Source: an optimization exercise on an open RTL-to-GDS flow (aim: small area). Production flows keep margins and buffers that such runs may drop.
Where RTL was checked, it was by simulation tests only, not by an equivalence proof against the original.
Function not checked in run 1: the RTL went through the layout flow alone.
Power figures rest on the tool's default switching activity, not on a simulated workload. The clock port is modelled as an ideal driver; clocking choices that lean on that would not hold on a real chip.

`flow/run.sh`:
```
#!/bin/bash
# The standard layout (standard.sh), with two changes:
#  - clock tree synthesis inserts no dummy loads and builds larger sink
#    clusters (fewer, fuller leaf buffers);
#  - port buffers use the smallest buffer cell.
# make's output goes to standard.log; each ORFS step logs under orfs/logs.
export CTS_ARGS="-sink_clustering_enable -repair_clock_nets -dont_use_dummy_load -sink_clustering_size 35 -sink_clustering_max_diameter 60"
export BUFFER_PORTS_ARGS="-buffer_cell sky130_fd_sc_hd__buf_1"
bash standard.sh finish > standard.log 2>&1
```
`standard.sh`:
```
#!/bin/bash
# synth_recipe.tcl (not shown) runs the flow's synth.tcl, then flattens the netlist and writes it again
# the make line also repeats each setting of config.mk as NAME=value (left out here)
make -C /OpenROAD-flow-scripts/flow DESIGN_CONFIG=/design/flow/config.mk WORK_HOME=/design/flow/orfs CLKGATE_MAP_FILE= SYNTH_SCRIPT=/design/flow/synth_recipe.tcl "${@:-finish}"
```
`config.mk`:
```
export PLATFORM = sky130hd
export DESIGN_NAME = ia_loader_top
export DESIGN_NICKNAME = ia_loader_top
export VERILOG_FILES = /design/flow/design.v
export SDC_FILE = /design/flow/constraint.sdc
export NUM_CORES = 4
export LEC_CHECK = 0
export CAP_MARGIN = 20
export CELL_PAD_IN_SITES_DETAIL_PLACEMENT = 1
export CELL_PAD_IN_SITES_GLOBAL_PLACEMENT = 1
export CORE_MARGIN = 2
export CORE_UTILIZATION = 45
export PLACE_DENSITY = 0.6
export SLEW_MARGIN = 20
```
`constraint.sdc`:
```
create_clock -name core_clock -period 12.0 [get_ports {clk}]
set_input_delay 2.4000 -clock core_clock [delete_from_list [all_inputs] [get_ports {clk}]]
set_output_delay 2.4000 -clock core_clock [all_outputs]
set_load 0.01 [all_outputs]
```
`design.v`:
```
module ia_loader #(
    parameter int unsigned DATA_WIDTH = 16,
    parameter int unsigned SIZE = 16,
    parameter int unsigned BUS_WIDTH = 32,
    parameter int unsigned REG_WIDTH = 32
) (
    input  logic                        clk,
    input  logic                        rst_n,
    input  logic                        init_cfg,
    output logic                        load_ia_req,
    input  logic                        load_ia_granted,
    input  logic                        send_ia_trigger,
    input  logic [REG_WIDTH-1:0]        k,
    input  logic [REG_WIDTH-1:0]        n,
    input  logic [REG_WIDTH-1:0]        m,
    input  logic signed [REG_WIDTH-1:0] lhs_zp,
    input  logic [REG_WIDTH-1:0]        lhs_row_stride_b,
    input  logic [REG_WIDTH-1:0]        lhs_base,
    input  logic                        use_16bits,
    output logic                        icb_cmd_valid,
    input  logic                        icb_cmd_ready,
    output logic                        icb_cmd_read,
    output logic [REG_WIDTH-1:0]        icb_cmd_addr,
    output logic [3:0]                  icb_cmd_len,
    input  logic                        icb_rsp_valid,
    output logic                        icb_rsp_ready,
    input  logic [BUS_WIDTH-1:0]        icb_rsp_rdata,
    input  logic                        icb_rsp_err,
    output logic                        ia_sending_done,
    output logic                        ia_row_valid,
    output logic                        ia_is_init_data,
    output logic                        ia_calc_done,
    output logic [SIZE-1:0][DATA_WIDTH-1:0] ia_out,
    output logic                        ia_data_valid
);
    localparam logic [1:0] IDLE = 2'b00, INIT = 2'b11, LOAD = 2'b01, SEND = 2'b10;
    logic [1:0] state;
    logic [15:0] cfg_zp;
    logic [31:0] cfg_stride;
    logic        cfg_16;
    logic [5:0]  n_hi, m_hi;          
    logic [3:0]  k_lo;                
    logic [3:1]  n_lo;                
    logic [5:0]  tc, lp;
    logic [5:0]  tr_left;             
    logic [31:0] row_base;
    logic [3:0]  rd_row;
    logic        issued;
    logic [31:0] cmd_addr;
    logic [2:0]  bc;
    logic [3:0]  rc;
    logic [3:0]  sr;
    wire [9:0] km1 = k[9:0] - 10'd1;
    wire [9:0] nm1 = n[9:0] - 10'd1;
    wire [9:0] mm1 = m[9:0] - 10'd1;
    wire last_col  = (tc == n_hi);
    wire last_row  = (tr_left == 6'd0);
    wire last_loop = (lp == m_hi);
    wire last_tile = last_col & last_loop & last_row;
    wire [3:0] rows_m1  = last_row ? k_lo : 4'd15;
    wire [2:0] beats_m1 = cfg_16 ? (last_col ? n_lo[3:1] : 3'd7)
                                 : (last_col ? {1'b0, n_lo[3:2]} : 3'd3);
    wire cmd_hs = icb_cmd_valid & icb_cmd_ready;
    wire rsp_hs = icb_rsp_valid & icb_rsp_ready & (state == LOAD);
    wire beat_last = (bc == beats_m1);
    wire row_last  = (rc == rows_m1);
    always_ff @(posedge clk or negedge rst_n) begin
        if (!rst_n) begin
            state <= IDLE;
        end else begin
            case (state)
                IDLE: if (init_cfg) state <= INIT;
                INIT: if (load_ia_granted) state <= LOAD;
                LOAD: if (ia_data_valid) state <= SEND;
                default: begin
                    if (ia_sending_done && last_tile) state <= IDLE;
                    else if (load_ia_granted) state <= LOAD;
                end
            endcase
        end
    end
    always_ff @(posedge clk) begin
        if (state == IDLE && init_cfg) begin
            cfg_zp     <= lhs_zp[15:0];
            cfg_stride <= lhs_row_stride_b;
            cfg_16     <= use_16bits;
            k_lo       <= km1[3:0];
            n_hi       <= nm1[9:4];
            n_lo       <= nm1[3:1];
            m_hi       <= mm1[9:4];
        end
    end
    always_ff @(posedge clk) begin
        if (state == IDLE && init_cfg) begin
            tc <= '0;
            tr_left <= km1[9:4];
            lp <= '0;
            row_base <= lhs_base;
        end else if (state == SEND && ia_sending_done) begin
            if (last_col) begin
                tc <= '0;
                if (last_loop) begin
                    lp <= '0;
                    tr_left <= tr_left - 6'd1;
                    row_base <= asum;
                end else begin
                    lp <= lp + 6'd1;
                end
            end else begin
                tc <= tc + 6'd1;
            end
        end
    end
    always_ff @(posedge clk or negedge rst_n) begin
        if (!rst_n)
            load_ia_req <= 1'b0;
        else if (load_ia_granted)
            load_ia_req <= 1'b0;
        else if (state == INIT || (state == SEND && ia_sending_done && !last_tile))
            load_ia_req <= 1'b1;
    end
    wire first_cmd = (state != LOAD) || (rd_row == 4'd0);
    wire [31:0] aa = first_cmd ? row_base : cmd_addr;
    wire [31:0] ab = (state != LOAD) ? {cfg_stride[27:0], 4'b0}
                   : (rd_row != 4'd0) ? cfg_stride
                   : (cfg_16 ? {21'b0, tc, 5'b0} : {22'b0, tc, 4'b0});
    logic [31:0] asum;
    logic [16:0] cl;
    logic [15:0] h0, h1;
    logic [16:0] c0, c1;
    always_comb begin
        cl[0] = 1'b0;
        c0[0] = 1'b0;
        c1[0] = 1'b1;
        for (int i = 0; i < 16; i++) begin
            asum[i] = aa[i] ^ ab[i] ^ cl[i];
            cl[i+1] = (aa[i] & ab[i]) | (cl[i] & (aa[i] ^ ab[i]));
            h0[i] = aa[i+16] ^ ab[i+16] ^ c0[i];
            c0[i+1] = (aa[i+16] & ab[i+16]) | (c0[i] & (aa[i+16] ^ ab[i+16]));
            h1[i] = aa[i+16] ^ ab[i+16] ^ c1[i];
            c1[i+1] = (aa[i+16] & ab[i+16]) | (c1[i] & (aa[i+16] ^ ab[i+16]));
        end
        asum[31:16] = cl[16] ? h1 : h0;
    end
    wire issue = state == LOAD && !issued && (!icb_cmd_valid || icb_cmd_ready);
    always_ff @(posedge clk or negedge rst_n) begin
        if (!rst_n)
            icb_cmd_valid <= 1'b0;
        else if (state == LOAD)
            icb_cmd_valid <= !issued;
        else
            icb_cmd_valid <= 1'b0;
    end
    always_ff @(posedge clk) begin
        if (state != LOAD) begin
            rd_row <= '0;
            issued <= 1'b0;
        end else if (issue) begin
            rd_row <= rd_row + 4'd1;
            issued <= (rd_row == rows_m1);
        end
    end
    always_ff @(posedge clk) begin
        if (issue)
            cmd_addr <= asum;
    end
    assign icb_cmd_addr = cmd_addr;
    assign icb_cmd_read = icb_cmd_valid;
    assign icb_cmd_len  = {1'b0, beats_m1};
    always_ff @(posedge clk or negedge rst_n) begin
        if (!rst_n)
            icb_rsp_ready <= 1'b0;
        else
            icb_rsp_ready <= (state == LOAD);
    end
    always_ff @(posedge clk) begin
        begin
            if (state != LOAD) begin
                bc <= '0;
                rc <= '0;
            end else if (rsp_hs) begin
                if (beat_last) begin
                    bc <= '0;
                    rc <= row_last ? 4'd0 : rc + 4'd1;
                end else begin
                    bc <= bc + 3'd1;
                end
            end
        end
    end
    always_ff @(posedge clk or negedge rst_n) begin
        if (!rst_n)
            ia_data_valid <= 1'b0;
        else if (state == LOAD) begin
            if (rsp_hs && beat_last && row_last)
                ia_data_valid <= 1'b1;
        end else if (state == SEND) begin
            if (send_ia_trigger || ia_row_valid)
                ia_data_valid <= 1'b0;
        end else
            ia_data_valid <= 1'b0;
    end
    always_ff @(posedge clk or negedge rst_n) begin
        if (!rst_n) begin
            ia_row_valid <= 1'b0;
            ia_sending_done <= 1'b0;
        end else if (state == SEND && ia_row_valid) begin
            ia_row_valid <= (sr != rows_m1);
            ia_sending_done <= (sr == rows_m1);
        end else begin
            ia_row_valid <= (state == SEND && send_ia_trigger);
            ia_sending_done <= 1'b0;
        end
    end
    wire [3:0] sr_d = ia_row_valid ? sr + 4'd1 : 4'd0;
    always_ff @(posedge clk)
        sr <= sr_d;
    assign ia_is_init_data = (tc == 6'd0);
    assign ia_calc_done    = last_col & last_loop;
    logic [1:0] b1;
    logic [2:0] b2;
    always_comb begin
        case (rows_m1)
            4'd0:  begin b1 = 2'd1; b2 = 3'd1; end
            4'd1:  begin b1 = 2'd2; b2 = 3'd2; end
            4'd2:  begin b1 = 2'd0; b2 = 3'd3; end
            4'd3:  begin b1 = 2'd0; b2 = 3'd4; end
            4'd4:  begin b1 = 2'd0; b2 = 3'd5; end
            4'd5:  begin b1 = 2'd1; b2 = 3'd6; end
            4'd6:  begin b1 = 2'd0; b2 = 3'd0; end
            4'd7:  begin b1 = 2'd0; b2 = 3'd0; end
            4'd8:  begin b1 = 2'd0; b2 = 3'd0; end
            4'd9:  begin b1 = 2'd0; b2 = 3'd1; end
            4'd10: begin b1 = 2'd0; b2 = 3'd2; end
            4'd11: begin b1 = 2'd0; b2 = 3'd3; end
            4'd12: begin b1 = 2'd0; b2 = 3'd4; end
            4'd13: begin b1 = 2'd0; b2 = 3'd5; end
            4'd14: begin b1 = 2'd1; b2 = 3'd6; end
            default: begin b1 = 2'd2; b2 = 3'd7; end
        endcase
    end
    wire wA = ({2'b0, rc} < {4'b0, b1});
    wire wB = !wA && ({1'b0, rc} < {2'b0, b2});
    wire wC = !wA && !wB;
    wire first_beat = rsp_hs && bc == 3'd0;
    wire pushA = first_beat && wA && rc != 4'd0;
    wire pushB = first_beat && wB && rc != {2'b0, b1};
    wire pushC = first_beat && wC && rc != {1'b0, b2};
    wire sending = ia_row_valid;
    wire loaded = ia_data_valid || sending;
    wire doneA = loaded || (state == LOAD && !wA);
    wire doneB = loaded || (state == LOAD && wC);
    wire doneC = loaded;
    logic sA, sB, sC;
    always_ff @(posedge clk) begin
        sA <= ({1'b0, sr_d} < {3'b0, b1});
        sB <= ({1'b0, sr_d} >= {3'b0, b1}) && ({1'b0, sr_d} < {2'b0, b2});
        sC <= ({1'b0, sr_d} >= {2'b0, b2});
    end
    logic [0:0] cntA;
    logic [2:0] cntB;
    logic [3:0] cntC;
    wire alA = doneA && cntA != 1'd0;
    wire alB = doneB && cntB != 3'd0;
    wire alC = doneC && cntC != 4'd0;
    wire tile_start = state == INIT || (state == SEND && ia_sending_done);
    always_ff @(posedge clk) begin
        if (tile_start) begin
            cntA <= 1'd1;
            cntB <= 3'd4;
            cntC <= 4'd8;
        end else begin
            if (pushA || alA) cntA <= cntA - 1'd1;
            if (pushB || alB) cntB <= cntB - 3'd1;
            if (pushC || alC) cntC <= cntC - 4'd1;
        end
    end
    wire shA = pushA || alA || (sending && sA);
    wire shB = pushB || alB || (sending && sB);
    wire shC = pushC || alC || (sending && sC);
    wire [15:0] lane0 = (cfg_16 ? icb_rsp_rdata[15:0]  : {{8{icb_rsp_rdata[7]}},  icb_rsp_rdata[7:0]})   + cfg_zp;
    wire [15:0] lane1 = (cfg_16 ? icb_rsp_rdata[31:16] : {{8{icb_rsp_rdata[15]}}, icb_rsp_rdata[15:8]})  + cfg_zp;
    wire [15:0] lane2 = {{8{icb_rsp_rdata[23]}}, icb_rsp_rdata[23:16]} + cfg_zp;
    wire [15:0] lane3 = {{8{icb_rsp_rdata[31]}}, icb_rsp_rdata[31:24]} + cfg_zp;
    wire [15:0] wd [4];
    assign wd[0] = lane0;
    assign wd[1] = lane1;
    assign wd[2] = cfg_16 ? lane0 : lane2;
    assign wd[3] = cfg_16 ? lane1 : lane3;
    logic [15:0] col_we;
    always_comb
        for (int c = 0; c < 16; c++)
            col_we[c] = rsp_hs && (cfg_16 ? (bc == 3'(c >> 1)) : (bc[1:0] == 2'(c >> 2)));
    logic [15:0] segA [2][16];
    logic [15:0] segB [5][16];
    logic [15:0] segC [9][16];
    always_ff @(posedge clk) begin
        if (shA) for (int p = 0; p < 1; p++) for (int c = 0; c < 16; c++) segA[p][c] <= segA[p+1][c];
        if (shB) for (int p = 0; p < 4; p++) for (int c = 0; c < 16; c++) segB[p][c] <= segB[p+1][c];
        if (shC) for (int p = 0; p < 8; p++) for (int c = 0; c < 16; c++) segC[p][c] <= segC[p+1][c];
    end
    always_ff @(posedge clk) begin
        for (int c = 0; c < 16; c++) begin
            if (col_we[c] && wA) segA[1][c] <= ~wd[c % 4];
            if (col_we[c] && wB) segB[4][c] <= ~wd[c % 4];
            if (col_we[c] && wC) segC[8][c] <= ~wd[c % 4];
        end
    end
    generate
        for (genvar c = 0; c < 16; c++) begin : gen_out
            assign ia_out[c] = ~(({16{sA}} & segA[0][c])
                               | ({16{sB}} & segB[0][c])
                               | ({16{sC}} & segC[0][c]));
        end
    endgenerate
endmodule
module ia_loader_top (
    input  wire         clk,
    input  wire         rst_n,
    input  wire         init_cfg,
    output wire         load_ia_req,
    input  wire         load_ia_granted,
    input  wire         send_ia_trigger,
    input  wire [31:0]  k,
    input  wire [31:0]  n,
    input  wire [31:0]  m,
    input  wire [31:0]  lhs_zp,
    input  wire [31:0]  lhs_row_stride_b,
    input  wire [31:0]  lhs_base,
    input  wire         use_16bits,
    output wire         icb_cmd_valid,
    input  wire         icb_cmd_ready,
    output wire         icb_cmd_read,
    output wire [31:0]  icb_cmd_addr,
    output wire [3:0]   icb_cmd_len,
    input  wire         icb_rsp_valid,
    output wire         icb_rsp_ready,
    input  wire [31:0]  icb_rsp_rdata,
    input  wire         icb_rsp_err,
    output wire         ia_sending_done,
    output wire         ia_row_valid,
    output wire         ia_is_init_data,
    output wire         ia_calc_done,
    output wire [255:0] ia_out_flat,
    output wire         ia_data_valid
);
    ia_loader #(
        .DATA_WIDTH(16),
        .SIZE(16),
        .BUS_WIDTH(32),
        .REG_WIDTH(32)
    ) u_ia_loader (
        .clk              (clk),
        .rst_n            (rst_n),
        .init_cfg         (init_cfg),
        .load_ia_req      (load_ia_req),
        .load_ia_granted  (load_ia_granted),
        .send_ia_trigger  (send_ia_trigger),
        .k                (k),
        .n                (n),
        .m                (m),
        .lhs_zp           (lhs_zp),
        .lhs_row_stride_b (lhs_row_stride_b),
        .lhs_base         (lhs_base),
        .use_16bits       (use_16bits),
        .icb_cmd_valid    (icb_cmd_valid),
        .icb_cmd_ready    (icb_cmd_ready),
        .icb_cmd_read     (icb_cmd_read),
        .icb_cmd_addr     (icb_cmd_addr),
        .icb_cmd_len      (icb_cmd_len),
        .icb_rsp_valid    (icb_rsp_valid),
        .icb_rsp_ready    (icb_rsp_ready),
        .icb_rsp_rdata    (icb_rsp_rdata),
        .icb_rsp_err      (icb_rsp_err),
        .ia_sending_done  (ia_sending_done),
        .ia_row_valid     (ia_row_valid),
        .ia_is_init_data  (ia_is_init_data),
        .ia_calc_done     (ia_calc_done),
        .ia_out           (ia_out_flat),
        .ia_data_valid    (ia_data_valid)
    );
endmodule
```
==> results.py, run 1 <==
metrics = {
    "global_route": {
        "track_usage": 0.179,
        "grt_pass1_vias": 58695,
        "antenna_found_initial": 55,
        "grt_pass1_wl_mm": 407,
        "grt_overflow": 0,
        "grt_max_degree": 206,
    },
    "final_layout": {
        "syn_to_final_growth_pct": 10.9,
        "final_util": 0.500,
        "fin_nets": 6930,
        "drive_gt1_frac": 0.0879,
    },
    "detailed_routing": {
        "drtIter0Drc": 5930,
        "ant_nets": 0,
        "routedWlPerCell_microns": 26.8,
        "drc_errors": 0,
        "first_pass_iters": 7,
        "drt_wl_total_mm": 287,
        "detail_route.vias_per_cell": 5.27,
        "vias": 56358,
    },
    "floorplanning": {
        "dieArea_sq_um": 314000,
        "chipWidth_microns": 560,
        "coreArea_sq_um": 308000,
        "initial_utilization": 0.451,
        "fp-row-count": 204,
        "io_pins": 534,
        "die_h_microns": 560,
    },
    "critical_path": {
        "critPathKind": "flip-flop to flip-flop",
        "crit_arrival_ns": 12.54,
        "r2r_slack_ns": 0.1,
        "slowest_delay_ns": 0.38,
        "cp_common_cell": "fa_2",
        "crit_path_max_fanout": 3,
        "crit_required_ns": 12.64,
        "start_kind": "flip-flop",
        "cpMaxStageDelayCell": "fa_2",
        "end_kind": "flip-flop",
    },
    "clock_network": {
        "postCtsHoldBufs": 0,
        "clock_tree.buffer_depth": 4,
        "cts_tree": "done",
        "numCtsBuffers": 263,
        "numClockSinks": 4281,
        "ctsHtreeMaxLevel": 5,
        "cts.clk_slew.worst_paths_ns": 0.10,
        "cts_root_buffer": "clkbuf_16",
        "clkLatencyLatePin_ns": 0.92,
    },
    "logic_synthesis": {
        "netlist_top_cells_area": "edfxtp_1, a222oi_1, ha_1",
        "ys_types": 68,
        "syn-num-nets": 6198,
        "syn_area_sq_um": 139000,
        "synthFlopType": "edfxtp_1",
        "ys_seq_elements": 4281,
        "synth.avg_cell_area_sq_um": 23.9,
        "synth_area_leader_cell": "edfxtp_1",
        "yosysWarnings": 4,
        "ys_seq_area_frac": 0.921,
        "synth_edf_count": 4234,
        "netlist.area_leader.share": 0.914,
        "ys_top_cells_by_count": "edfxtp_1, a222oi_1, nor2_1",
        "yosysMostFrequentCell": "edfxtp_1",
        "synthCells": 5831,
        "synth-async-reset-ratio": 0.00187,
    },
    "timing": {
        "setup_tns_ns": 0,
        "final.period_utilization": 0.992,
        "final_max_slew_viol_count": 0,
        "final_hold_viol_count": 0,
        "fin_skew_ns": 0.105,
        "rsz0062_at_grt": "true",
        "worst_pin_slew_ns": 1.16,
        "period_needed_ns": 11.90,
        "setup_viol": 0,
        "max_freq_mhz": 84.0,
        "slew_headroom": 0.228,
    },
    "place": {
        "routabilityCongestion": 0.801,
        "dp_hpwl_mm": 169,
        "io_buffers": 449,
    },
    "status": {
        "status": "timing/DRC/antenna clean",
    },
    "worst_hold_path": {
        "min_path_type": "flip-flop to flip-flop",
    },
    "job": {
        "cap_viol_max_count": 0,
    },
    "power_and_ir_drop": {
        "ir_drop_mv": 0.123,
        "p_per_area_nw_per_um2": 216,
        "p_leak_nw": 48.0,
    },
}
-- stage by stage --
step                      hold WS (ns)  setup slack [ns]  cells  cell area (sq um)  power [mW]
final                            0.330            0.0956  10702             154000        33.3
after global routing             0.322            -0.164  10695             154000        34.7
after CTS                        0.323          -0.00868  10675             154000        33.7
after detailed placement         0.405             -1.35  10410             147000        25.5
after global placement           0.400             -1.27  10401             147000        25.2
after floorplan                  0.400             -2.59   5831             139000        23.8
-- per-layer routing --
layer	track usage	vias to the layer above	routed length, microns
met3	0.0296	386	15200
met2	0.303	1468	142000
met4	0.0542	16	7800
met1	0.239	29610	121000
met5	0	-	107
li1	-	24878	-
-- cells by family after synthesis --
family	count (synthesis)	share of synthesized area
buffers and inverters	227	0.00631
muxes	65	0.00483
other	1	0.0000270
xor gates and xnor gates	120	0.00771
DFF	4281	0.921
adders and majority gates	134	0.0138
AOI/OAI and AO/OA	572	0.0322
and+or+nand+nor	431	0.0140
-- placed cells by master, fill, tap and decap left out, types with 10 or more instances in the layout --
master and instances:
edfxtp_1 4234, buf_1 449, clkbuf_16 263, a222oi_1 256, nand2_1 139, buf_4 122, nor2_1 119, a21oi_1 107
ha_1 98, inv_1 78, o21ai_0 69, xnor2_1 49, xor2_1 46, mux2i_1 41, dfxtp_1 34, fa_2 29
and3_1 25, nor3_1 24, nor2_4 24, a21o_1 22, diode_2 21, nand3_1 21, nand2b_1 16, a211oi_1 16
mux2_2 16, buf_12 16, xnor2_2 13, o21a_1 12, o21ai_2 11, xor2_2 10, nor2b_1 10
-- sequential cells by signal (all words and copies together), names as in the netlist, 2 cells and up --
register and cells:
u_ia_loader.rd_row 4, u_ia_loader.bc 3, u_ia_loader.n_lo 3, u_ia_loader.cmd_addr 32
u_ia_loader.cntC 4, u_ia_loader.n_hi 6, u_ia_loader.cfg_stride 32, u_ia_loader.segC 2304
u_ia_loader.tr_left 6, u_ia_loader.k_lo 4, u_ia_loader.segA 512, u_ia_loader.tc 6
u_ia_loader.lp 6, u_ia_loader.rc 4, u_ia_loader.cfg_zp 16, u_ia_loader.cntB 3
u_ia_loader.row_base 32, u_ia_loader.m_hi 6, u_ia_loader.sr 4, u_ia_loader.segB 1280
u_ia_loader.state 2
-- cell type report --
class / count / area (sq um)
Fill cell: 27022 / 154000
Sequential cell: 4281 / 128000
Multi-Input combinational cell: 1323 / 10800
Clock buffer: 263 / 6580
Tap cell: 4120 / 5150
Timing Repair Buffer: 607 / 3130
Inverter: 87 / 328
Antenna cell: 21 / 52.6
-- worst max-delay path, delay by kind of cell, from the launching register on --
family        cells  cell delay [ns]
xor+xnor          1             0.14
fa+ha+maj        31            10.23
buf+inv           5             0.26
flops             1             0.34
mux               3             0.57
simple gates      2             0.14
-- what timing repair did --
| item | CTS | global route |
|---|---|---|
| resized for setup | 33 | 25 |
| setup buffers | 2 | 2 |
| pin swaps | 1 | 5 |
| setup endpoints to repair | 10 | 4 |
-- power breakdown --
group | leakage (nW) | internal (mW) | switching, mW
clock network | 3.24 | 3.90 | 4.30
registers | 38.9 | 19.7 | 0.623
logic | 5.78 | 1.18 | 3.58
-- worst paths after layout --
path	start	endpoint	depth (start not counted)
setup / recovery	u_ia_loader.rd_row[0]	u_ia_loader.row_base[31]	42
hold / removal	u_ia_loader.segC[28][14]	u_ia_loader.segC[12][14]	0
setup reg to reg	u_ia_loader.rd_row[0]	u_ia_loader.row_base[31]	42
hold reg to reg	u_ia_loader.segC[28][14]	u_ia_loader.segC[12][14]	0
max in group asynchronous	rst_n	u_ia_loader.icb_rsp_ready	1
min in group asynchronous	rst_n	u_ia_loader.icb_cmd_valid	1
==> run 2: changes to the inputs <==
--- a/design.v
+++ b/design.v
@@ -127,18 +127,28 @@
     logic [31:0] asum;
-    logic [16:0] cl;
-    logic [15:0] h0, h1;
-    logic [16:0] c0, c1;
+    logic [32:0] cy;
+    logic [23:0] pg_g [4];
+    logic [23:0] pg_p [4];
+    logic c8, c16, c24;
     always_comb begin
-        cl[0] = 1'b0;
-        c0[0] = 1'b0;
-        c1[0] = 1'b1;
-        for (int i = 0; i < 16; i++) begin
-            asum[i] = aa[i] ^ ab[i] ^ cl[i];
-            cl[i+1] = (aa[i] & ab[i]) | (cl[i] & (aa[i] ^ ab[i]));
-            h0[i] = aa[i+16] ^ ab[i+16] ^ c0[i];
-            c0[i+1] = (aa[i+16] & ab[i+16]) | (c0[i] & (aa[i+16] ^ ab[i+16]));
-            h1[i] = aa[i+16] ^ ab[i+16] ^ c1[i];
-            c1[i+1] = (aa[i+16] & ab[i+16]) | (c1[i] & (aa[i+16] ^ ab[i+16]));
+        pg_g[0] = aa[23:0] & ab[23:0];
+        pg_p[0] = aa[23:0] ^ ab[23:0];
+        for (int l = 1; l < 4; l++) begin
+            pg_g[l] = '0;
+            pg_p[l] = '0;
+            for (int j = 0; j < (24 >> l); j++) begin
+                pg_g[l][j] = pg_g[l-1][2*j+1] | (pg_p[l-1][2*j+1] & pg_g[l-1][2*j]);
+                pg_p[l][j] = pg_p[l-1][2*j+1] & pg_p[l-1][2*j];
+            end
+        end
+        c8  = pg_g[3][0];
+        c16 = pg_g[3][1] | (pg_p[3][1] & c8);
+        c24 = pg_g[3][2] | (pg_p[3][2] & c16);
+        cy[0] = 1'b0;
+        for (int i = 0; i < 32; i++) begin
+            asum[i] = aa[i] ^ ab[i] ^ cy[i];
+            cy[i+1] = (aa[i] & ab[i]) | (cy[i] & (aa[i] ^ ab[i]));
+            if (i == 7)  cy[i+1] = c8;
+            if (i == 15) cy[i+1] = c16;
+            if (i == 23) cy[i+1] = c24;
         end
-        asum[31:16] = cl[16] ? h1 : h0;
     end
--- a/flow/run.sh
+++ b/flow/run.sh
@@ -6,3 +6,3 @@
 # make's output goes to standard.log; each ORFS step logs under orfs/logs.
-export CTS_ARGS="-sink_clustering_enable -repair_clock_nets -dont_use_dummy_load -sink_clustering_size 35 -sink_clustering_max_diameter 60"
+export CTS_ARGS="-sink_clustering_enable -repair_clock_nets -dont_use_dummy_load -sink_clustering_size 40 -sink_clustering_max_diameter 50"
 export BUFFER_PORTS_ARGS="-buffer_cell sky130_fd_sc_hd__buf_1"
--- a/config.mk
+++ b/config.mk
@@ -7,3 +7,3 @@
 export LEC_CHECK = 0
-export CAP_MARGIN = 20
+export CAP_MARGIN = 10
 export CELL_PAD_IN_SITES_DETAIL_PLACEMENT = 1
@@ -13,2 +13,2 @@
 export PLACE_DENSITY = 0.6
-export SLEW_MARGIN = 20
+export SLEW_MARGIN = 10
==> run 2 against run 1 <==
  * Via count grew 2.0%
  * Fmax grew 60%
  * Flip-flop and latch count is the same
  * Hold slack lost 0.0017 ns
  * Combinational power grew 2%
  * Non-clock buffer count shrank 44
  * Die area grew 0.33%
  * Register-to-register slack gained 4.5 ns
  * Sequential share of layout area shrank 1.6 points
  * Sequential power is essentially flat
  * Still clean
  * Global-route usage grew 0.42 points
  * Largest power group unchanged
  * Setup slack gained 4.5 ns
==> results.py, run 2 <==
metrics = {
    "status": {
        "status": "timing/DRC/antenna clean",
    },
    "timing": {
        "final_hold_viol_count": 0,
        "slew_headroom": 0.162,
        "worst_pin_slew_ns": 1.26,
        "rsz0062_at_grt": "false",
        "period_needed_ns": 7.44,
        "max_freq_mhz": 134,
        "fin_skew_ns": 0.118,
        "setup_viol": 0,
        "setup_tns_ns": 0,
        "final.period_utilization": 0.620,
        "final_max_slew_viol_count": 0,
    },
    "critical_path": {
        "r2r_start": "u_ia_loader.rd_row[0]",
        "end_kind": "flip-flop",
        "start_kind": "flip-flop",
        "crit_arrival_ns": 8.19,
        "crit_required_ns": 12.74,
        "crit_path_max_fanout": 31,
        "rr_worst_depth": 24,
        "r2r_slack_ns": 4.56,
        "critPathKind": "flip-flop to flip-flop",
        "reg2reg_to": "u_ia_loader.row_base[22]",
    },
    "floorplanning": {
        "dieArea_sq_um": 315000,
        "coreArea_sq_um": 309000,
        "io_pins": 534,
        "initial_utilization": 0.452,
        "die_h_microns": 561,
        "fp-row-count": 204,
        "chipWidth_microns": 561,
    },
    "final_layout": {
        "layout_common_cells": "edfxtp_1, buf_1, clkbuf_16",
        "design_area_sq_um": 157000,
        "multi_input_area_sq_um": 11200,
        "max_flop_register": "u_ia_loader.segC",
        "ff_latch_area_sq_um": 128000,
        "mostFrequentLayoutCell": "edfxtp_1",
        "fin_nets": 7084,
        "reg_top3": "u_ia_loader.segC: 2304 flops, u_ia_loader.segB: 1280 flops, u_ia_loader.segA: 512 flops",
        "drive_gt1_frac": 0.0959,
        "fillers": 26766,
        "syn_to_final_growth_pct": 12.7,
        "largest_register_ffs": 2304,
    },
    "clock_network": {
        "post-cts-setup-buffers": 0,
        "clock_tree.buffer_depth": 4,
        "cts_root_buffer": "clkbuf_16",
        "numCtsBuffers": 387,
        "cts.repair.resized": 0,
        "cts.clk_slew.worst_paths_ns": 0.08,
        "postCtsHoldBufs": 0,
        "numClockSinks": 4281,
        "ctsHtreeMaxLevel": 5,
        "cts_tree": "done",
        "clkLatencyLatePin_ns": 0.96,
    },
    "logic_synthesis": {
        "netlist.area_leader.share": 0.911,
        "synth_area_leader_cell": "edfxtp_1",
        "yosysMostFrequentCell": "edfxtp_1",
        "syn-num-nets": 6270,
        "netlist_top_cells_area": "edfxtp_1, a222oi_1, ha_1",
        "ys_types": 78,
        "synth_edf_count": 4234,
        "ys_top_cells_by_count": "edfxtp_1, a222oi_1, nand2_1",
        "synthCells": 5885,
        "ys_seq_area_frac": 0.918,
        "synth.avg_cell_area_sq_um": 23.7,
        "synth-async-reset-ratio": 0.00187,
        "ys_seq_elements": 4281,
        "synthFlopType": "edfxtp_1",
        "syn_area_sq_um": 140000,
        "yosysWarnings": 6,
    },
    "power_and_ir_drop": {
        "p_per_area_nw_per_um2": 226,
        "swShare": 0.254,
        "ir_drop_mv": 0.156,
        "netSwitchingPower_mw": 9.00,
        "pwr-share-seq": 0.572,
        "p_leak_nw": 49.5,
        "power_frac_clock": 0.291,
        "power_frac_comb": 0.137,
        "internal-power_mw": 26.5,
    },
    "global_route": {
        "grt_overflow": 0,
        "grt_pass1_wl_mm": 417,
        "track_usage": 0.183,
        "antenna_found_initial": 59,
        "grt_max_degree": 189,
        "grt_pass1_vias": 60658,
    },
    "place": {
        "place_area_sq_um": 148000,
        "io_buffers": 449,
        "dp_hpwl_mm": 166,
        "routabilityCongestion": 0.785,
    },
    "detailed_routing": {
        "ant_nets": 0,
        "vias": 57462,
        "first_pass_iters": 6,
        "drc_errors": 0,
        "drt_wl_total_mm": 293,
        "routedWlPerCell_microns": 27.0,
        "drtIter0Drc": 5885,
        "detail_route.vias_per_cell": 5.31,
    },
    "worst_hold_path": {
        "holdPathEnd": "u_ia_loader.segB[10][11]",
        "min_path_type": "flip-flop to flip-flop",
        "holdCritStartpoint": "u_ia_loader.segB[26][11]",
        "holdPathStages": 0,
    },
    "job": {
        "cap_viol_max_count": 0,
    },
}
## run 2: how the worst max path moves through the flow
stage | startpoint | end | slack [ns] | depth (start not counted)
final | u_ia_loader.rd_row[0] | u_ia_loader.row_base[22] | 4.56 | 24
after CTS | u_ia_loader.rd_row[0] | u_ia_loader.row_base[22] | 4.46 | 24
after floorplan | u_ia_loader.tr_left[0] | u_ia_loader.segA[0][0] | -2.90 | 14
after global placement | u_ia_loader.rd_row[0] | u_ia_loader.row_base[22] | 4.65 | 24
after global routing | u_ia_loader.rd_row[0] | u_ia_loader.row_base[22] | 4.07 | 24
after detailed placement | u_ia_loader.rd_row[0] | u_ia_loader.row_base[22] | 4.56 | 24
## run 2: power groups by stage
stage / registers (mW) / logic (mW) / clock network (mW)
floorplan: 21.3 / 2.61 / 0
global placement: 20.4 / 4.88 / 0
detailed placement: 20.6 / 5.02 / 0
CTS: 20.3 / 5.03 / 10.6
global route: 20.5 / 5.36 / 11.1
finish: 20.3 / 4.85 / 10.3
## run 2: cell families after synthesis
family,Yosys count,share of synthesized area
AO/OA/AOI/OAI,544,0.0315
XOR/XNOR,126,0.00791
adder cells (fa/ha/maj),152,0.0153
buffers and inverters,219,0.00604
flip-flops,4281,0.918
multiplexers,64,0.00508
other,1,0.0000269
AND/OR/NAND/NOR,498,0.0162
## run 2: per-stage QoR
step / hold slack, ns / util / power, mW / setup WS, ns / cells
floorplan: 0.400 / - / 23.9 / -2.90 / 5885
global placement: 0.400 / 0.478 / 25.3 / 4.65 / 10428
detailed placement: 0.405 / 0.478 / 25.6 / 4.56 / 10429
CTS: 0.326 / 0.509 / 36.0 / 4.46 / 10816
global route: 0.329 / 0.509 / 36.9 / 4.07 / 10824
finish: 0.328 / 0.509 / 35.5 / 4.56 / 10830
## run 2: area by class of cell
| cell class | count | area share |
|---|---|---|
| sequential | 4281 | 0.815 |
| multi-input combinational | 1385 | 0.0711 |
| clock buffer | 387 | 0.0616 |
| tap | 4120 | 0.0328 |
| timing repair buffer | 563 | 0.0176 |
| inverter | 81 | 0.00194 |
| antenna | 13 | 0.000207 |
## run 2: layer usage
layer	share of wire	track usage	up-vias
li1	-	-	25270
met1	0.43	0.250	29998
met2	0.48	0.304	1714
met3	0.058	0.0345	468
met4	0.025	0.0493	12
met5	0.00027	0	-
## run 2: worst max-delay path, cell delays in order, from the launching register on
cell and delay, ns:
dfxtp_1 0.38, inv_1 0.12, ha_1 0.17, nand2_1 0.54, nand2_1 0.26, buf_4 0.46
mux2_2 0.40, ha_1 0.19, fa_1 0.40, a21o_1 0.19, a21o_1 0.18, a21o_1 0.19
a21oi_1 0.14, o21ai_0 0.25, a21oi_1 0.21, o21ai_0 0.13, fa_1 0.40, fa_1 0.39
fa_1 0.39, fa_1 0.40, fa_1 0.41, fa_1 0.38, inv_1 0.08, fa_1 0.44
a21oi_1 0.14
==> run 3: changes to the inputs <==
--- a/flow/run.sh
+++ b/flow/run.sh
@@ -6,3 +6,3 @@
 # make's output goes to standard.log; each ORFS step logs under orfs/logs.
-export CTS_ARGS="-sink_clustering_enable -repair_clock_nets -dont_use_dummy_load -sink_clustering_size 40 -sink_clustering_max_diameter 50"
+export CTS_ARGS="-sink_clustering_enable -repair_clock_nets -dont_use_dummy_load -sink_clustering_size 30 -sink_clustering_max_diameter 80"
 export BUFFER_PORTS_ARGS="-buffer_cell sky130_fd_sc_hd__buf_1"
--- a/config.mk
+++ b/config.mk
@@ -11,4 +11,4 @@
 export CORE_MARGIN = 2
-export CORE_UTILIZATION = 45
-export PLACE_DENSITY = 0.6
+export CORE_UTILIZATION = 55
+export PLACE_DENSITY = 0.7
 export SLEW_MARGIN = 10
==> run 3 against run 2 <==
  * Highest routed layer unchanged
  * Fmax fell by 0.47%
  * Sequential share of layout area rose by 3.5 points
  * Clock skew rose by 0.0065 ns
  * Synthesized cell count did not move
  * Non-clock buffer count rose by 1
  * Combinational power fell by 1%
  * Final cell count fell by 9.0%
  * Power fell by 11%
  * Routed wire length fell by 5.5%
  * Setup slack got worse by 0.035 ns
  * Clock power fell by 37%
==> results.py, run 3 <==
metrics = {
    "status": {
        "status": "timing/DRC/antenna clean",
    },
    "final_layout": {
        "fillers": 20755,
        "fin_nets": 6870,
        "mostFrequentLayoutCell": "edfxtp_1",
        "layout_common_cells": "edfxtp_1, buf_1, a222oi_1",
        "max_flop_register": "u_ia_loader.segC",
        "syn_to_final_growth_pct": 8.07,
        "layout.cells.non_filler": 9853,
        "reg_top3": "u_ia_loader.segC: 2304 flops, u_ia_loader.segB: 1280 flops, u_ia_loader.segA: 512 flops",
        "drive_gt1_frac": 0.0656,
        "final_util": 0.599,
        "largest_register_ffs": 2304,
    },
    "clock_network": {
        "clock_tree.buffer_depth": 3,
        "ctsHtreeMaxLevel": 4,
        "cts.clk_slew.worst_paths_ns": 0.11,
        "clkLatencyLatePin_ns": 0.88,
        "cts.repair.resized": 0,
        "cts_tree": "done",
        "postCtsHoldBufs": 0,
        "post-cts-setup-buffers": 0,
        "cts_root_buffer": "clkbuf_16",
        "numClockSinks": 4281,
        "numCtsBuffers": 172,
    },
    "detailed_routing": {
        "drt_wl_total_mm": 276,
        "drtIter0Drc": 6089,
        "vias": 56173,
        "routedWlPerCell_microns": 28.0,
        "detail_route.vias_per_cell": 5.70,
        "ant_nets": 0,
        "drc_errors": 0,
        "first_pass_iters": 9,
    },
    "floorplanning": {
        "chipWidth_microns": 508,
        "fp-row-count": 184,
        "initial_utilization": 0.554,
        "die_h_microns": 508,
        "io_pins": 534,
        "coreArea_sq_um": 252000,
        "dieArea_sq_um": 258000,
    },
    "critical_path": {
        "path_cells": "inv_1 -> ha_1 -> nand2_1 -> nand2_1 -> buf_4 -> mux2_2 -> ha_1 -> fa_1 -> a21o_1 -> a21o_1 -> a21o_1 -> a21oi_1 -> o21ai_0 -> a21oi_1 -> o21ai_0 -> fa_1 -> fa_1 -> fa_1 -> fa_1 -> fa_1 -> fa_1 -> inv_1 -> fa_1 -> a21oi_1",
        "path_buf_inv": 3,
        "crit_arrival_ns": 8.15,
        "critPathKind": "flip-flop to flip-flop",
        "start_kind": "flip-flop",
        "worst-path-stages": 24,
        "r2r_start": "u_ia_loader.rd_row[0]",
        "rr_worst_depth": 24,
        "crit_end": "u_ia_loader.row_base[22]",
        "cp_common_cell": "fa_1",
        "cpMaxStageDelayCell": "nand2_1",
        "end_kind": "flip-flop",
        "crit_required_ns": 12.67,
        "reg2reg_to": "u_ia_loader.row_base[22]",
        "critPathTopFamily": "adder cells",
        "crit_path_max_fanout": 31,
        "slowest_delay_ns": 0.53,
        "r2r_slack_ns": 4.52,
        "crit_path_start": "u_ia_loader.rd_row[0]",
    },
    "logic_synthesis": {
        "syn-num-nets": 6270,
        "synthFlopType": "edfxtp_1",
        "ys_types": 78,
        "yosysWarnings": 6,
        "yosysMostFrequentCell": "edfxtp_1",
        "netlist.area_leader.share": 0.911,
        "synthCells": 5885,
        "ys_top_cells_by_count": "edfxtp_1, a222oi_1, nand2_1",
        "synth_edf_count": 4234,
        "ys_seq_area_frac": 0.918,
        "synth-async-reset-ratio": 0.00187,
        "synth_area_leader_cell": "edfxtp_1",
        "netlist_top_cells_area": "edfxtp_1, a222oi_1, ha_1",
        "syn_area_sq_um": 140000,
        "synth.avg_cell_area_sq_um": 23.7,
        "ys_seq_elements": 4281,
    },
    "timing": {
        "max_freq_mhz": 134,
        "worst_pin_slew_ns": 1.26,
        "fin_skew_ns": 0.124,
        "rsz0062_at_grt": "false",
        "final_max_slew_viol_count": 0,
        "final_hold_viol_count": 0,
        "final.period_utilization": 0.623,
        "setup_viol": 0,
        "period_needed_ns": 7.48,
        "slew_headroom": 0.161,
    },
    "power_and_ir_drop": {
        "p_per_area_nw_per_um2": 209,
        "netSwitchingPower_mw": 8.19,
        "ir_drop_mv": 0.137,
        "pwr-share-seq": 0.643,
        "power_frac_comb": 0.151,
        "internal-power_mw": 23.4,
        "p_leak_nw": 46.8,
        "power_frac_clock": 0.206,
        "swShare": 0.259,
    },
    "place": {
        "routabilityCongestion": 0.807,
        "io_buffers": 449,
        "dp_hpwl_mm": 164,
        "dp.cells": 9659,
    },
    "global_route": {
        "antenna_found_initial": 48,
        "grt_max_degree": 192,
        "grt_overflow": 0,
        "grt_pass1_wl_mm": 392,
        "track_usage": 0.213,
        "grt_pass1_vias": 57726,
    },
    "job": {
        "cap_viol_max_count": 0,
    },
    "worst_hold_path": {
        "min_path_type": "flip-flop to flip-flop",
    },
}
run 3: stage by stage:
stage	worst slack (ns)	hold slack (ns)	setup TNS (ns)	area (sq um)	power, mW
finish	4.52	0.363	0	151000	31.6
global route	4.14	0.353	0	151000	32.8
CTS	4.53	0.357	0	151000	31.9
detailed placement	4.58	0.405	0	146000	25.5
global placement	4.67	0.400	0	146000	25.2
floorplan	-2.90	0.400	-743.03	140000	23.9
run 3: layout make-up:
type	count	area [sq um]	area share
Timing Repair Buffer	564	2750	0.0182
Sequential cell	4281	128000	0.849
Antenna cell	22	55.1	0.000365
Inverter	81	305	0.00202
Clock buffer	172	4300	0.0285
Tap cell	3348	4190	0.0278
Multi-Input combinational cell	1385	11100	0.0736
run 3: logic make-up (layout without fill, tap and decap cells):
family                   after synthesis  count (layout)  share of synthesized area
flip-flops                          4281            4281                      0.918
AND/OR/NAND/NOR                      498             498                     0.0162
other                                  1              23                  0.0000269
adder cells (fa/ha/maj)              152             152                     0.0153
AO/OA/AOI/OAI                        544             544                     0.0315
multiplexers                          64              64                    0.00508
XOR/XNOR                             126             126                    0.00791
buffers and inverters                219             817                    0.00604
run 3: per-layer routing:
layer | up-vias | global-route usage | part of all wire
li1 | 24783 | - | -
met1 | 29397 | 0.292 | 0.42
met2 | 1678 | 0.357 | 0.50
met3 | 305 | 0.0327 | 0.056
met4 | 10 | 0.0618 | 0.025
met5 | - | 0 | 0.00028
run 3: worst min-delay path by stage:
stage                        startpoint                       end  slack, ns  depth (start not counted)
2_1_floorplan   u_ia_loader.segA[16][0]    u_ia_loader.segA[0][0]       0.40                          0
5_1_grt        u_ia_loader.segC[98][14]  u_ia_loader.segC[82][14]       0.35                          0
6_report       u_ia_loader.segB[65][15]  u_ia_loader.segB[49][15]       0.36                          0
3_5_place_dp   u_ia_loader.segB[35][13]  u_ia_loader.segB[19][13]       0.41                          0
3_3_place_gp   u_ia_loader.segC[136][8]  u_ia_loader.segC[120][8]       0.40                          0
4_1_cts        u_ia_loader.segC[98][14]  u_ia_loader.segC[82][14]       0.36                          0
run 3: power by group through the flow:
stage	clock [mW]	combinational, mW	sequential, mW
6_report	6.49	4.78	20.3
5_1_grt	7.05	5.25	20.5
4_1_cts	6.66	4.90	20.3
3_5_place_dp	0	4.88	20.7
3_3_place_gp	0	4.71	20.4
2_1_floorplan	0	2.61	21.3
==> run 4: changes to the inputs <==
==> config.mk (replaced) <==
export PLATFORM = sky130hd
export DESIGN_NAME = ia_loader_top
export DESIGN_NICKNAME = ia_loader_top
export VERILOG_FILES = /design/flow/design.v
export SDC_FILE = /design/flow/constraint.sdc
export NUM_CORES = 4
export LEC_CHECK = 0
export CAP_MARGIN = 20
export CELL_PAD_IN_SITES_DETAIL_PLACEMENT = 2
export CELL_PAD_IN_SITES_GLOBAL_PLACEMENT = 2
export CORE_MARGIN = 2
export CORE_UTILIZATION = 25
export PLACE_DENSITY = 0.45
export SLEW_MARGIN = 20
==> run 4 against run 3 <==
  * Clock skew increased by 0.033 ns
  * Routed wire length rose by 27%
  * Still clean on timing, DRC and antenna
  * Critical path depth up 1
  * Largest cell class unchanged
  * Largest power group unchanged
  * Clock power grew 19%
==> results.py, run 4 <==
metrics = {
    "detailed_routing": {
        "first_pass_iters": 10,
        "ant_nets": 0,
        "detail_route.vias_per_cell": 4.12,
        "drt_wl_total_mm": 351,
        "vias": 57906,
        "drtIter0Drc": 5922,
        "drc_errors": 0,
        "routedWlPerCell_microns": 24.9,
    },
    "final_layout": {
        "ff_latch_area_sq_um": 128000,
        "multi_input_area_sq_um": 11400,
        "drive_gt1_frac": 0.0820,
        "syn_to_final_growth_pct": 13.1,
        "mostFrequentLayoutCell": "edfxtp_1",
        "fillers": 56454,
        "largest_register_ffs": 2304,
        "final_util": 0.284,
        "max_flop_register": "u_ia_loader.segC",
        "layout_common_cells": "edfxtp_1, buf_1, a222oi_1",
        "reg_top3": "u_ia_loader.segC: 2304 flops, u_ia_loader.segB: 1280 flops, u_ia_loader.segA: 512 flops",
        "fin_nets": 6975,
    },
    "critical_path": {
        "reg2reg_to": "u_ia_loader.row_base[31]",
        "crit_required_ns": 12.74,
        "r2r_slack_ns": 4.33,
        "cpMaxStageDelayCell": "nand2_1",
        "critPathTopFamily": "adder cells",
        "cp_common_cell": "fa_1",
        "crit_arrival_ns": 8.41,
        "crit_path_max_fanout": 31,
        "critPathKind": "flip-flop to flip-flop",
        "path_buf_inv": 4,
        "rr_worst_depth": 25,
        "r2r_start": "u_ia_loader.rd_row[0]",
        "slowest_delay_ns": 0.59,
        "end_kind": "flip-flop",
        "start_kind": "flip-flop",
    },
    "logic_synthesis": {
        "yosysMostFrequentCell": "edfxtp_1",
        "syn-num-nets": 6270,
        "ys_seq_elements": 4281,
        "muxShareOfSynthArea": 0.00508,
        "ys_types": 78,
        "yosysWarnings": 6,
        "synth_top_family_by_area": "compound AO/OA/AOI/OAI gates",
        "synth-compound-area-share": 0.0315,
        "yosys.area_share.adder": 0.0153,
        "synth.avg_cell_area_sq_um": 23.7,
        "synthCells": 5885,
        "synthFlopType": "edfxtp_1",
        "synth_edf_count": 4234,
        "synthXorXnorAreaFrac": 0.00791,
        "synth_area_leader_cell": "edfxtp_1",
        "netlist_top_cells_area": "edfxtp_1, a222oi_1, ha_1",
        "synth-simple-area-share": 0.0162,
        "ys_top_cells_by_count": "edfxtp_1, a222oi_1, nand2_1",
        "syn_area_sq_um": 140000,
        "ys_seq_area_frac": 0.918,
        "synth-async-reset-ratio": 0.00187,
        "netlist.area_leader.share": 0.911,
    },
    "global_route": {
        "grt_overflow": 0,
        "grt_max_degree": 204,
        "antenna_found_initial": 89,
        "grt_pass1_vias": 62808,
        "grt_pass1_wl_mm": 487,
        "track_usage": 0.121,
    },
    "clock_network": {
        "cts_root_buffer": "clkbuf_16",
        "cts_tree": "done",
        "clkLatencyLatePin_ns": 1.00,
        "numCtsBuffers": 222,
        "cts.repair.resized": 0,
        "postCtsHoldBufs": 0,
        "numClockSinks": 4281,
        "clock_tree.buffer_depth": 4,
        "post-cts-setup-buffers": 0,
        "cts.clk_slew.worst_paths_ns": 0.09,
        "ctsHtreeMaxLevel": 4,
    },
    "timing": {
        "timing.hold.ws_ns": 0.304,
        "setup_viol": 0,
        "worst_pin_slew_ns": 1.33,
        "slew_headroom": 0.112,
        "rsz0062_at_grt": "false",
        "final_max_slew_viol_count": 0,
        "max_freq_mhz": 130,
        "final.period_utilization": 0.639,
        "period_needed_ns": 7.67,
        "fin_skew_ns": 0.158,
        "final_hold_viol_count": 0,
    },
    "worst_hold_path": {
        "holdPathStages": 0,
        "holdPathEnd": "u_ia_loader.segC[66][6]",
        "min_path_type": "flip-flop to flip-flop",
        "holdCritStartpoint": "u_ia_loader.segC[82][6]",
    },
    "place": {
        "routabilityCongestion": 0.729,
        "io_buffers": 449,
        "dp_hpwl_mm": 210,
    },
    "floorplanning": {
        "initial_utilization": 0.251,
        "die_h_microns": 751,
        "io_pins": 534,
        "chipWidth_microns": 751,
        "fp-row-count": 274,
        "dieArea_sq_um": 564000,
        "coreArea_sq_um": 556000,
    },
    "power_and_ir_drop": {
        "ir_drop_mv": 0.153,
        "p_leak_nw": 47.8,
        "p_per_area_nw_per_um2": 211,
    },
    "status": {
        "status": "timing/DRC/antenna clean",
    },
    "job": {
        "cap_viol_max_count": 0,
    },
}
==> run 4: cell families (layout without fill, tap and decap cells) <==
logic type	Yosys count	in the layout
muxes	64	64
other	1	26
AOI/OAI and AO/OA	544	544
and+or+nand+nor	498	498
DFF	4281	4281
xor gates and xnor gates	126	126
buffers and inverters	219	922
adders and majority gates	152	152
==> run 4: layout make-up <==
type                    instances  area share
repair buffers                619      0.0199
well taps                    7452      0.0590
inverters                      81     0.00194
clock buffers                 222      0.0352
diodes                         25    0.000396
multi-input cells            1385      0.0721
flip-flops and latches       4281       0.811
==> run 4: through the flow <==
stage               worst slack (ns)  cells  TNS [ns]  area, sq um  power, mW
floorplan                      -2.90   5885   -743.03       140000       23.9
global placement                4.22  13799         0       152000       25.9
detailed placement              4.18  13816         0       152000       26.2
CTS                             4.14  14038         0       158000       34.1
global route                    3.81  14045         0       158000       34.9
finish                          4.33  14065         0       158000       33.3
==> run 4: power breakdown <==
| group | switching, mW | total (mW) | internal (mW) | leakage, nW |
|---|---|---|---|---|
| Combinational | 4.07 | 5.27 | 1.20 | 6.10 |
| Sequential | 0.587 | 20.3 | 19.7 | 38.9 |
| Clock | 4.46 | 7.74 | 3.28 | 2.74 |
==> run 4: how the worst max path moves through the flow <==
| stage | end | slack [ns] | cells after the start | start |
|---|---|---|---|---|
| 3_5_place_dp | u_ia_loader.row_base[31] | 4.18 | 25 | u_ia_loader.rd_row[0] |
| 3_3_place_gp | u_ia_loader.row_base[31] | 4.22 | 25 | u_ia_loader.rd_row[0] |
| 5_1_grt | u_ia_loader.row_base[31] | 3.81 | 25 | u_ia_loader.rd_row[0] |
| 4_1_cts | u_ia_loader.row_base[31] | 4.14 | 25 | u_ia_loader.rd_row[0] |
| 6_report | u_ia_loader.row_base[31] | 4.33 | 25 | u_ia_loader.rd_row[0] |
| 2_1_floorplan | u_ia_loader.segA[0][0] | -2.90 | 14 | u_ia_loader.tr_left[0] |
==> run 4: per-layer routing <==
layer	track usage	wire (microns)	part of all wire
met5	0	138	0.00039
met4	0.0243	6690	0.019
met2	0.207	173000	0.49
met3	0.0211	18400	0.052
met1	0.160	153000	0.44
==> run 5: changes to the inputs <==
--- a/design.v
+++ b/design.v
@@ -290,11 +290,23 @@
     wire shC = pushC || alC || (sending && sC);
-    wire [15:0] lane0 = (cfg_16 ? icb_rsp_rdata[15:0]  : {{8{icb_rsp_rdata[7]}},  icb_rsp_rdata[7:0]})   + cfg_zp;
-    wire [15:0] lane1 = (cfg_16 ? icb_rsp_rdata[31:16] : {{8{icb_rsp_rdata[15]}}, icb_rsp_rdata[15:8]})  + cfg_zp;
-    wire [15:0] lane2 = {{8{icb_rsp_rdata[23]}}, icb_rsp_rdata[23:16]} + cfg_zp;
-    wire [15:0] lane3 = {{8{icb_rsp_rdata[31]}}, icb_rsp_rdata[31:24]} + cfg_zp;
+    logic [15:0] lin [4];
+    assign lin[0] = cfg_16 ? icb_rsp_rdata[15:0]  : {{8{icb_rsp_rdata[7]}},  icb_rsp_rdata[7:0]};
+    assign lin[1] = cfg_16 ? icb_rsp_rdata[31:16] : {{8{icb_rsp_rdata[15]}}, icb_rsp_rdata[15:8]};
+    assign lin[2] = {{8{icb_rsp_rdata[23]}}, icb_rsp_rdata[23:16]};
+    assign lin[3] = {{8{icb_rsp_rdata[31]}}, icb_rsp_rdata[31:24]};
+    logic [15:0] lane [4];
+    logic [16:0] lcy [4];
+    always_comb begin
+        for (int l = 0; l < 4; l++) begin
+            lcy[l][0] = 1'b0;
+            for (int i = 0; i < 16; i++) begin
+                lane[l][i] = lin[l][i] ^ cfg_zp[i] ^ lcy[l][i];
+                lcy[l][i+1] = (lin[l][i] & cfg_zp[i]) | (lcy[l][i] & (lin[l][i] ^ cfg_zp[i]));
+            end
+        end
+    end
     wire [15:0] wd [4];
-    assign wd[0] = lane0;
-    assign wd[1] = lane1;
-    assign wd[2] = cfg_16 ? lane0 : lane2;
-    assign wd[3] = cfg_16 ? lane1 : lane3;
+    assign wd[0] = lane[0];
+    assign wd[1] = lane[1];
+    assign wd[2] = cfg_16 ? lane[0] : lane[2];
+    assign wd[3] = cfg_16 ? lane[1] : lane[3];
     logic [15:0] col_we;
--- a/flow/run.sh
+++ b/flow/run.sh
@@ -6,3 +6,3 @@
 # make's output goes to standard.log; each ORFS step logs under orfs/logs.
-export CTS_ARGS="-sink_clustering_enable -repair_clock_nets -dont_use_dummy_load -sink_clustering_size 30 -sink_clustering_max_diameter 80"
+export CTS_ARGS="-sink_clustering_enable -repair_clock_nets -dont_use_dummy_load -sink_clustering_size 30 -sink_clustering_max_diameter 100"
 export BUFFER_PORTS_ARGS="-buffer_cell sky130_fd_sc_hd__buf_1"
==> config.mk (replaced) <==
export PLATFORM = sky130hd
export DESIGN_NAME = ia_loader_top
export DESIGN_NICKNAME = ia_loader_top
export VERILOG_FILES = /design/flow/design.v
export SDC_FILE = /design/flow/constraint.sdc
export NUM_CORES = 4
export LEC_CHECK = 0
export CAP_MARGIN = 5
export CELL_PAD_IN_SITES_DETAIL_PLACEMENT = 1
export CELL_PAD_IN_SITES_GLOBAL_PLACEMENT = 1
export CORE_MARGIN = 2
export CORE_UTILIZATION = 65
export PLACE_DENSITY = 0.8
export SLEW_MARGIN = 5
==> run 5 against run 4 <==
  * Synthesized cell count decreased by 4.6%
  * Non-clock buffer count is 75 lower
  * Critical path type is now input pin to flip-flop
  * Fmax down 26%
  * Final area shrank 6.0%
  * Highest routed layer unchanged
  * Sequential power up 2%
  * Core utilization is 42 points higher
  * Synthesized area down 0.82%
==> results.py, run 5 <==
metrics = {
    "status": {
        "status": "timing/DRC/antenna clean",
    },
    "logic_synthesis": {
        "yosysMostFrequentCell": "edfxtp_1",
        "synth.avg_cell_area_sq_um": 24.6,
        "netlist.area_leader.share": 0.918,
        "synth-async-reset-ratio": 0.00187,
        "ys_seq_area_frac": 0.926,
        "synth_area_leader_cell": "edfxtp_1",
        "syn_area_sq_um": 138000,
        "ys_top_cells_by_count": "edfxtp_1, a222oi_1, inv_1",
        "yosysWarnings": 9,
        "synth_edf_count": 4234,
        "syn-num-nets": 5997,
        "synthCells": 5616,
        "ys_seq_elements": 4281,
        "netlist_top_cells_area": "edfxtp_1, a222oi_1, fa_1",
        "synthFlopType": "edfxtp_1",
        "ys_types": 76,
    },
    "clock_network": {
        "clock_tree.buffer_depth": 3,
        "numCtsBuffers": 162,
        "numClockSinks": 4281,
        "cts.clk_slew.worst_paths_ns": 0.10,
        "post-cts-setup-buffers": 0,
        "cts_tree": "done",
        "cts_root_buffer": "clkbuf_16",
        "postCtsHoldBufs": 0,
        "clkLatencyLatePin_ns": 0.88,
        "ctsHtreeMaxLevel": 4,
        "cts.repair.resized": 0,
    },
    "detailed_routing": {
        "ant_nets": 0,
        "drt_wl_total_mm": 303,
        "vias": 56602,
        "routedWlPerCell_microns": 33.6,
        "detail_route.vias_per_cell": 6.28,
        "first_pass_iters": 9,
        "drc_errors": 0,
        "drtIter0Drc": 7446,
    },
    "critical_path": {
        "path_cells": "buf_1 -> ha_1 -> inv_1 -> fa_1 -> fa_1 -> fa_1 -> fa_1 -> fa_1 -> fa_1 -> fa_1 -> fa_1 -> fa_1 -> fa_1 -> fa_1 -> fa_1 -> inv_1 -> fa_1 -> inv_1 -> fa_1 -> xor2_1 -> xnor2_2 -> nand2_1 -> o21ai_2",
        "path_buf_inv": 4,
        "critPathTopFamily": "adder cells",
        "r2r_start": "u_ia_loader.cfg_zp[0]",
        "rr_worst_depth": 22,
        "cp_common_cell": "fa_1",
        "start_kind": "input pin",
        "crit_arrival_ns": 10.98,
        "crit_required_ns": 12.56,
        "slowest_delay_ns": 0.78,
        "r2r_slack_ns": 2.29,
        "crit_path_max_fanout": 13,
        "end_kind": "flip-flop",
        "reg2reg_to": "u_ia_loader.segA[18][15]",
        "cpMaxStageDelayCell": "xnor2_2",
        "critPathKind": "input pin to flip-flop",
        "crit_path_start": "icb_rsp_rdata[0]",
    },
    "floorplanning": {
        "initial_utilization": 0.653,
        "die_h_microns": 465,
        "fp-row-count": 169,
        "dieArea_sq_um": 217000,
        "coreArea_sq_um": 212000,
        "io_pins": 534,
        "chipWidth_microns": 465,
    },
    "power_and_ir_drop": {
        "p_leak_nw": 45.9,
        "p_per_area_nw_per_um2": 214,
        "netSwitchingPower_mw": 8.44,
        "ir_drop_mv": 0.194,
        "power_frac_clock": 0.205,
        "power_frac_comb": 0.144,
        "pwr-share-seq": 0.651,
        "internal-power_mw": 23.3,
        "swShare": 0.266,
    },
    "timing": {
        "fin_skew_ns": 0.0658,
        "period_needed_ns": 10.42,
        "timing.hold.ws_ns": 0.368,
        "setup_slack_ns": 1.58,
        "max_freq_mhz": 96.0,
        "final_hold_viol_count": 0,
        "worst_pin_slew_ns": 1.39,
        "final.period_utilization": 0.868,
        "setup_viol": 0,
        "setup_tns_ns": 0,
        "slew_headroom": 0.0744,
        "final_max_slew_viol_count": 0,
        "rsz0062_at_grt": "false",
    },
    "global_route": {
        "antenna_found_initial": 24,
        "track_usage": 0.280,
        "grt_overflow": 0,
        "grt_pass1_wl_mm": 421,
        "grt_pass1_vias": 58912,
        "grt_max_degree": 186,
    },
    "final_layout": {
        "fin_nets": 6567,
        "largest_register_ffs": 2304,
        "reg_top3": "u_ia_loader.segC: 2304 flops, u_ia_loader.segB: 1280 flops, u_ia_loader.segA: 512 flops",
        "drive_gt1_frac": 0.0606,
        "syn_to_final_growth_pct": 7.20,
        "mostFrequentLayoutCell": "edfxtp_1",
        "fillers": 15985,
        "final_util": 0.700,
        "layout_common_cells": "edfxtp_1, buf_1, a222oi_1",
        "max_flop_register": "u_ia_loader.segC",
    },
    "worst_hold_path": {
        "min_path_type": "flip-flop to flip-flop",
        "holdPathEnd": "u_ia_loader.segB[48][6]",
        "holdCritStartpoint": "u_ia_loader.segB[64][6]",
        "holdPathStages": 0,
    },
    "place": {
        "dp_hpwl_mm": 166,
        "io_buffers": 449,
        "pre_cts_slack_ns": 1.16,
        "routabilityCongestion": 0.867,
    },
    "job": {
        "cap_viol_max_count": 0,
    },
}
-- run 5: cell types whose count changed in the layout (fill, tap and decap cells not counted), moves of 23 or more --
cell       previous run  this run
nand2_1             200       114
buf_4               140        80
clkbuf_16           222       162
ha_1                121        65
fa_1                 31        83
inv_1                78       127
nor2_1              104        66
o21ai_0              49        25
xor2_1               51        28
-- run 5: cells by family (layout without fill, tap and decap cells) --
kind of cell | Yosys count | count (layout) | share of synthesized area
other | 1 | 10 | 0.0000271
xor gates and xnor gates | 70 | 70 | 0.00459
muxes | 88 | 88 | 0.00688
DFF | 4281 | 4281 | 0.926
and+or+nand+nor | 333 | 333 | 0.0113
adders and majority gates | 148 | 148 | 0.0179
AOI/OAI and AO/OA | 427 | 427 | 0.0263
buffers and inverters | 268 | 836 | 0.00747
-- run 5: layout make-up --
type	count	area [sq um]	share of cell area
Multi-Input combinational cell	1067	9590	0.0646
Sequential cell	4281	128000	0.864
Clock buffer	162	4050	0.0273
Inverter	130	489	0.00330
Timing Repair Buffer	544	2570	0.0173
Antenna cell	9	22.5	0.000152
Tap cell	2821	3530	0.0238
-- run 5: worst max path at each step --
| stage | end | slack, ns | depth (start not counted) |
|---|---|---|---|
| 2_1_floorplan | u_ia_loader.segA[0][0] | -3.38 | 16 |
| 3_3_place_gp | u_ia_loader.segB[70][15] | 1.53 | 23 |
| 3_5_place_dp | u_ia_loader.segB[66][15] | 1.16 | 23 |
| 4_1_cts | u_ia_loader.segA[18][15] | 1.74 | 23 |
| 5_1_grt | u_ia_loader.segA[18][15] | 1.45 | 23 |
| 6_report | u_ia_loader.segA[18][15] | 1.58 | 23 |
-- run 5: routing by layer --
metal,wire [microns],global-route usage
met4,14900,0.127
met3,21400,0.0396
met5,148,0
met1,113000,0.362
met2,153000,0.478
-- run 5: metrics by stage --
stage                     instances  instance area, sq um  power [mW]
after detailed placement       8842                144000        25.4
final                          9014                148000        31.8
after floorplan                5616                138000        24.0
after global routing           9008                148000        32.7
after CTS                      9004                148000        31.9
after global placement         8842                144000        25.0
-- run 5: power by group through the flow --
stage / clock [mW] / sequential (mW) / combinational (mW)
global placement: 0 / 20.6 / 4.35
CTS: 6.58 / 20.7 / 4.62
finish: 6.50 / 20.7 / 4.59
global route: 6.91 / 20.8 / 4.95
floorplan: 0 / 21.5 / 2.48
detailed placement: 0 / 20.9 / 4.54

-- separate check: timing with driven ports --
The flow's constraints put no driver on any port. The routed layouts listed below were extracted and timed again, unchanged, in two steps.
Step 1 sets driving cells, clkbuf_16 on the clock port and buf_2 on the other inputs (assumed; they add their load-dependent delay and slew).
Step 2 adds t to the input delays and takes it off the output delays; t is the mean of the earliest and latest rising clock arrival at the registers after step 1. Input paths then give back, and output paths get back, about the clock's delay inside the block.
Three values: ideal ports, drivers, drivers and shift; two values: the first two.
| run | shift t [ns] | setup WS [ns] | worst setup path after step 2 |
|---|---|---|---|
| run 1 | 0.970 | 0.096 / 0.096 / 0.096 | register to register |
| run 2 | 1.000 | 4.556 / 4.556 / 4.556 | register to register |
| run 3 | 0.915 | 4.521 / 4.521 / 4.521 | register to register |
| run 4 | 1.042 | 4.333 / 4.333 / 4.333 | register to register |
| run 5 | 0.943 | 1.581 / 1.588 / 0.645 | input to register |
After both steps setup and hold are still met in every run listed. The setup slack of run 5, which loses most, moves by +0.007 ns with the drivers and by -0.936 ns with both steps.
